This design comes from an exercise in tuning for small area on the open sky130 flow, not from production work.
The RTL was checked by simulation tests, not by an equivalence proof against the original design.
The clock input has no modelled driver; a real chip could not lean on it and would need a root buffer or a full tree.
No activity file was given, so power comes from the tool's default toggle rates.

==> module dcf77, before the edit <==
module dcf77(input               reset,        
	     input               clk,          
	     input               clk_en,       
	     input               rx,           
	     output logic [58:0] data_shift,   
	     output logic        error,        
	     output logic        sync);        
   logic [0:3]  rx_s;            
   logic [0:2]  rx_d;            
   logic [4:0]  counter_pulse;   
   logic [7:0]  counter_start;   
   logic        data_valid;      
   logic        valid;
   logic        rise,fall,start,d;
   logic        par1,par2,par3;  
   always_comb
     begin
	rise =rx_d[1] && !rx_d[2];   
	fall =!rx_d[1] && rx_d[2];   
	start=rise && (counter_start>8'd151 || counter_start==8'd0);
	d    =counter_pulse>=5'd15;  
     end
   always_ff @(posedge clk)
     if(reset)
       begin
	  rx_s              <='0;
	  rx_d              <='0;
	  counter_start     <='0;
	  counter_pulse     <='0;
	  data_shift        <='0;
	  {par1,par2,par3}  <='0;
	  error             <='1;
	  data_valid        <='0;
       end
     else if(clk_en)
       begin
	  rx_s<={rx,rx_s[0:2]};
	  rx_d[0]<=(rx_s[1] && rx_s[2]) || (rx_s[2] && rx_s[3]) || (rx_s[1] && rx_s[3]);
	  rx_d[1:2]<=rx_d[0:1];
	  if(rise)
	    counter_start<=8'd2;
	  else
	    counter_start<=counter_start+8'd1;
	  if(rx_d[0:1]==2'b10)  
	    counter_pulse<=5'd0;
	  else if(rx_d[0:1]==2'b11)  
	    counter_pulse<=counter_pulse+5'd1;
	  if(fall)
	    begin
	       data_shift<={d,data_shift[58:1]};
	       par1<=par1^data_shift[29]^data_shift[21];
	       par2<=par2^data_shift[36]^data_shift[29];
	       par3<=par3^d^data_shift[36];
	    end
	  data_valid<=start && valid;
	  if(start)
	    error<=!valid;
       end
   always_comb sync=data_valid & clk_en;
   logic p1,p2,p3;                    
   logic start_of_minute,             
	 start_of_encoding_times,
	 minutes,hours,day_of_month,
	 day_of_week_ok,month_ok,year_ok;
   always_comb
     begin:validy_check
	p1=!par1;  
	p2=!par2;  
	p3=!par3;  
	start_of_minute=!data_shift[0];
	start_of_encoding_times=data_shift[20];
	minutes       =(data_shift[27:25]<6 && data_shift[24:21]<10);
	hours         =(data_shift[34:33]<3 && data_shift[32:29]<10 && !(data_shift[34:33]==2 && data_shift[32:29]>3));
	day_of_month  =(data_shift[39:36]<10 && !(data_shift[41:40]==3 && data_shift[39:36]>1));
	day_of_week_ok=(data_shift[44:42]>0);
	month_ok      =(data_shift[48:45]<10 && !(data_shift[49]==1 && data_shift[48:45]>2));
	year_ok       =(data_shift[57:54]<10 && data_shift[53:50]<10);
	valid=(p1 && p2 && p3 &&
	       start_of_minute && start_of_encoding_times &&
	       minutes && hours &&
	       day_of_month && day_of_week_ok &&
	       month_ok && year_ok);
     end:validy_check
endmodule
export LEC_CHECK = 0
export ABC_AREA = 1
export CAP_MARGIN = 20
export CORE_MARGIN = 2
export CORE_UTILIZATION = 60
export SLEW_MARGIN = 20
create_clock -name core_clock -period 10.0 [get_ports {clk}]
standard.sh (not shown) runs the stock make flow with config.mk's settings and CLKGATE_MAP_FILE= SYNTH_SCRIPT=/design/flow/synth_recipe.tcl, a recipe that flattens the netlist after the stock synthesis.
==> flow/flow/run.sh <==
#!/bin/bash
# Layout flow: the standard synthesis, then its combinational logic
# re-mapped for area by ABC (the registers, their names and cells are kept as
# the standard synthesis made them), then the standard layout steps with
# buf_1 port buffers and a clock tree made by flow/manual_cts.tcl.
# Each tool's output goes to its own log file in the work folder.
set -euo pipefail
R=orfs/results/sky130hd/dcf77_clock_top/base

bash standard.sh synth > 1_standard_synth.log 2>&1
cp "$R/1_2_yosys.v" standard_synth.v

# re-map, and use the result only if it is proven equivalent
if yosys -c flow/resyn.tcl > 2_resyn.log 2>&1 &&
   yosys -c flow/equiv.tcl > 3_equiv.log 2>&1; then
  # the re-mapped netlist replaces the synthesis result; make rebuilds from it
  cp resyn.v "$R/1_2_yosys.v"
else
  echo "re-mapping not used" > 3_equiv_failed.txt
fi

bash standard.sh finish \
  BUFFER_PORTS_ARGS="-buffer_cell sky130_fd_sc_hd__buf_1" \
  PRE_CTS_TCL="$PWD/flow/manual_cts.tcl" \
  > 4_standard_layout.log 2>&1
Other scripts of this flow, unchanged in this note and not shown: flow/flow/conb.v, flow/flow/equiv.tcl, flow/flow/manual_cts.tcl, flow/flow/resyn.abc, flow/flow/resyn.tcl
==> next run, changes <==
--- a/flow/design.v
+++ b/flow/design.v
@@ -30,10 +30,10 @@
 	     output logic        error,        
 	     output logic        sync);        
    logic [0:3]  rx_s;            
    logic [0:2]  rx_d;            
-   logic [4:0]  counter_pulse;   
    logic [7:0]  counter_start;   
+   logic [4:0]  counter_pulse;   
    logic        data_valid;      
    logic        valid;
    logic        rise,fall,start,d;
    logic        par1,par2,par3;  
@@ -41,17 +41,17 @@
      begin
 	rise =rx_d[1] && !rx_d[2];   
 	fall =!rx_d[1] && rx_d[2];   
 	start=rise && (counter_start>8'd151 || counter_start==8'd0);
+	counter_pulse=counter_start[4:0]-5'd2;
 	d    =counter_pulse>=5'd15;  
      end
    always_ff @(posedge clk)
      if(reset)
        begin
 	  rx_s              <='0;
 	  rx_d              <='0;
 	  counter_start     <='0;
-	  counter_pulse     <='0;
 	  data_shift        <='0;
 	  {par1,par2,par3}  <='0;
 	  error             <='1;
 	  data_valid        <='0;
@@ -64,12 +64,8 @@
 	  if(rise)
 	    counter_start<=8'd2;
 	  else
 	    counter_start<=counter_start+8'd1;
-	  if(rx_d[0:1]==2'b10)  
-	    counter_pulse<=5'd0;
-	  else if(rx_d[0:1]==2'b11)  
-	    counter_pulse<=counter_pulse+5'd1;
 	  if(fall)
 	    begin
 	       data_shift<={d,data_shift[58:1]};
 	       par1<=par1^data_shift[29]^data_shift[21];
After rerunning: The new run completed without violations. Design area decreases by a few percent. Clock power drops by a few percent. Setup slack improves by 440 ps. Final cell count fell by a few percent. First-iteration DRC count goes down by a quarter to a third. Power is lower by a few percent. Wire length is lower by a few percent. Flip-flop and latch count falls by 5. Hold slack is about the same. Synthesized cell count is lower by a few percent. Register-to-register slack gets better by 1200 ps. Via count is lower by a few percent. Global-route usage is lower by 0.52 points. Area after synthesis came out lower by a few percent.
In every run of this note, the design's own scripts or RTL, not TritonCTS, make the clock network.


dcf77_clock_top, a different RTL version from the one above (not shown whole).
Size: roughly 38 I/O pins, roughly 5900 um2 of cells after synthesis.
==> module dcf77, before the edit <==
module dcf77(input               reset,        
	     input               clk,          
	     input               clk_en,       
	     input               rx,           
	     output logic [58:0] data_shift,   
	     output logic        error,        
	     output logic        sync);        
   logic [0:3]  rx_s;            
   logic [0:2]  rx_d;            
   logic [4:0]  counter_pulse;   
   logic [7:0]  counter_start;   
   logic        data_valid;      
   logic        valid;
   logic        rise,fall,start,d;
   logic        par1,par2,par3;  
   always_comb
     begin
	rise =rx_d[1] && !rx_d[2];   
	fall =!rx_d[1] && rx_d[2];   
	start=rise && (counter_start>8'd151 || counter_start==8'd0);
	d    =counter_pulse>=5'd15;  
     end
   always_ff @(posedge clk)
     if(reset)
       begin
	  rx_s              <='0;
	  rx_d              <='0;
	  counter_start     <='0;
	  data_shift[58:20] <='0;
	  {par1,par2,par3}  <='0;
	  error             <='1;
	  data_valid        <='0;
       end
     else if(clk_en)
       begin
	  rx_s<={rx,rx_s[0:2]};
	  rx_d[0]<=(rx_s[1] && rx_s[2]) || (rx_s[2] && rx_s[3]) || (rx_s[1] && rx_s[3]);
	  rx_d[1:2]<=rx_d[0:1];
	  if(rise)
	    counter_start<=8'd2;
	  else
	    counter_start<=counter_start+8'd1;
	  if(fall)
	    begin
	       data_shift[58:20]<={d,data_shift[58:21]};
	       par1<=par1^data_shift[29]^data_shift[21];
	       par2<=par2^data_shift[36]^data_shift[29];
	       par3<=par3^d^data_shift[36];
	    end
	  data_valid<=start && valid;
	  if(start)
	    error<=!valid;
       end
   always_ff @(posedge clk)
     if(clk_en)
       begin
	  if(rx_d[0:1]==2'b10)  
	    counter_pulse<=5'd0;
	  else if(rx_d[0:1]==2'b11)  
	    counter_pulse<=counter_pulse+5'd1;
	  if(fall)
	    data_shift[19:0]<=data_shift[20:1];
       end
   always_comb sync=data_valid & clk_en;
   logic p1,p2,p3;                    
   logic start_of_minute,             
	 start_of_encoding_times,
	 minutes,hours,day_of_month,
	 day_of_week_ok,month_ok,year_ok;
   always_comb
     begin:validy_check
	p1=!par1;  
	p2=!par2;  
	p3=!par3;  
	start_of_minute=!data_shift[0];
	start_of_encoding_times=data_shift[20];
	minutes       =(data_shift[27:25]<6 && data_shift[24:21]<10);
	hours         =(data_shift[34:33]<3 && data_shift[32:29]<10 && !(data_shift[34:33]==2 && data_shift[32:29]>3));
	day_of_month  =(data_shift[39:36]<10 && !(data_shift[41:40]==3 && data_shift[39:36]>1));
	day_of_week_ok=(data_shift[44:42]>0);
	month_ok      =(data_shift[48:45]<10 && !(data_shift[49]==1 && data_shift[48:45]>2));
	year_ok       =(data_shift[57:54]<10 && data_shift[53:50]<10);
	valid=(p1 && p2 && p3 &&
	       start_of_minute && start_of_encoding_times &&
	       minutes && hours &&
	       day_of_month && day_of_week_ok &&
	       month_ok && year_ok);
     end:validy_check
endmodule
Settings: LEC_CHECK=0, ABC_AREA=1, CAP_MARGIN=20, CORE_MARGIN=2, CORE_UTILIZATION=60, SLEW_MARGIN=20; clock period 10.0 ns.
Scripts as last shown in full above: flow/flow/run.sh
Other scripts of this flow, unchanged in this note and not shown: flow/flow/conb.v, flow/flow/equiv.tcl, flow/flow/manual_cts.tcl, flow/flow/resyn.abc, flow/flow/resyn.tcl
The first run went through all stages and came out clean.
Then changed:
--- a/flow/design.v
+++ b/flow/design.v
@@ -32,6 +32,6 @@
    logic [0:3]  rx_s;            
    logic [0:2]  rx_d;            
-   logic [4:0]  counter_pulse;   
    logic [7:0]  counter_start;   
+   logic [4:0]  counter_pulse;   
    logic        data_valid;      
    logic        valid;
@@ -43,4 +43,5 @@
 	fall =!rx_d[1] && rx_d[2];   
 	start=rise && (counter_start>8'd151 || counter_start==8'd0);
+	counter_pulse=counter_start[4:0]-5'd2;
 	d    =counter_pulse>=5'd15;  
      end
@@ -79,8 +80,4 @@
      if(clk_en)
        begin
-	  if(rx_d[0:1]==2'b10)  
-	    counter_pulse<=5'd0;
-	  else if(rx_d[0:1]==2'b11)  
-	    counter_pulse<=counter_pulse+5'd1;
 	  if(fall)
 	    data_shift[19:0]<=data_shift[20:1];
Die area shrinks by about 2.6%.
Clock power decreases by about 2%.
Critical path depth drops by 1.
Routed wire length is lower by 3.5%.
Maximum frequency went up by about 5%.
Worst setup slack improved by 0.33 ns.
Final area came out lower by 2.3%.
Total power came out lower by 1.3%.
Sequential share of layout area drops by 1.2 points.
In every run of this note, the design's own scripts or RTL, not TritonCTS, make the clock network.

==> separate check: timing with driven ports <==
The results above use ideal ports. As a check the final layouts listed here were re-extracted and re-timed, cells and wires unchanged.
Step 1 sets driving cells, clkbuf_16 on the clock port and buf_2 on the other inputs (assumed; they add their load-dependent delay and slew).
Step 2, shift: input delay + t, output delay - t, t = (earliest + latest rising clock arrival at the registers) / 2. This alone moves slack from input paths to output paths.
Three values: ideal ports, drivers, drivers and shift; two values: the first two.
run | t, ns | slack for setup (ns) | worst setup path at the end | clock arrival spread, ns | pins driven straight from the clock port
the first run of note 1 | 0.505 | 3.012 / 2.985 / 2.756 | input to register | 0.016 / 0.016 | 1
the second run of note 1 | 0.494 | 3.455 / 3.431 / 3.431 | input to output | 0.010 / 0.011 | 1
the first run of note 2 | 0.502 | 3.152 / 3.125 / 3.125 | input to output | 0.012 / 0.011 | 1
the second run of note 2 | 0.485 | 3.481 / 3.457 / 3.457 | input to output | 0.015 / 0.015 | 1
After both steps setup and hold are still met in every run listed. For the first run of note 1, which loses most, drivers alone change the setup slack by -0.027 ns; drivers and shift together by -0.256 ns.
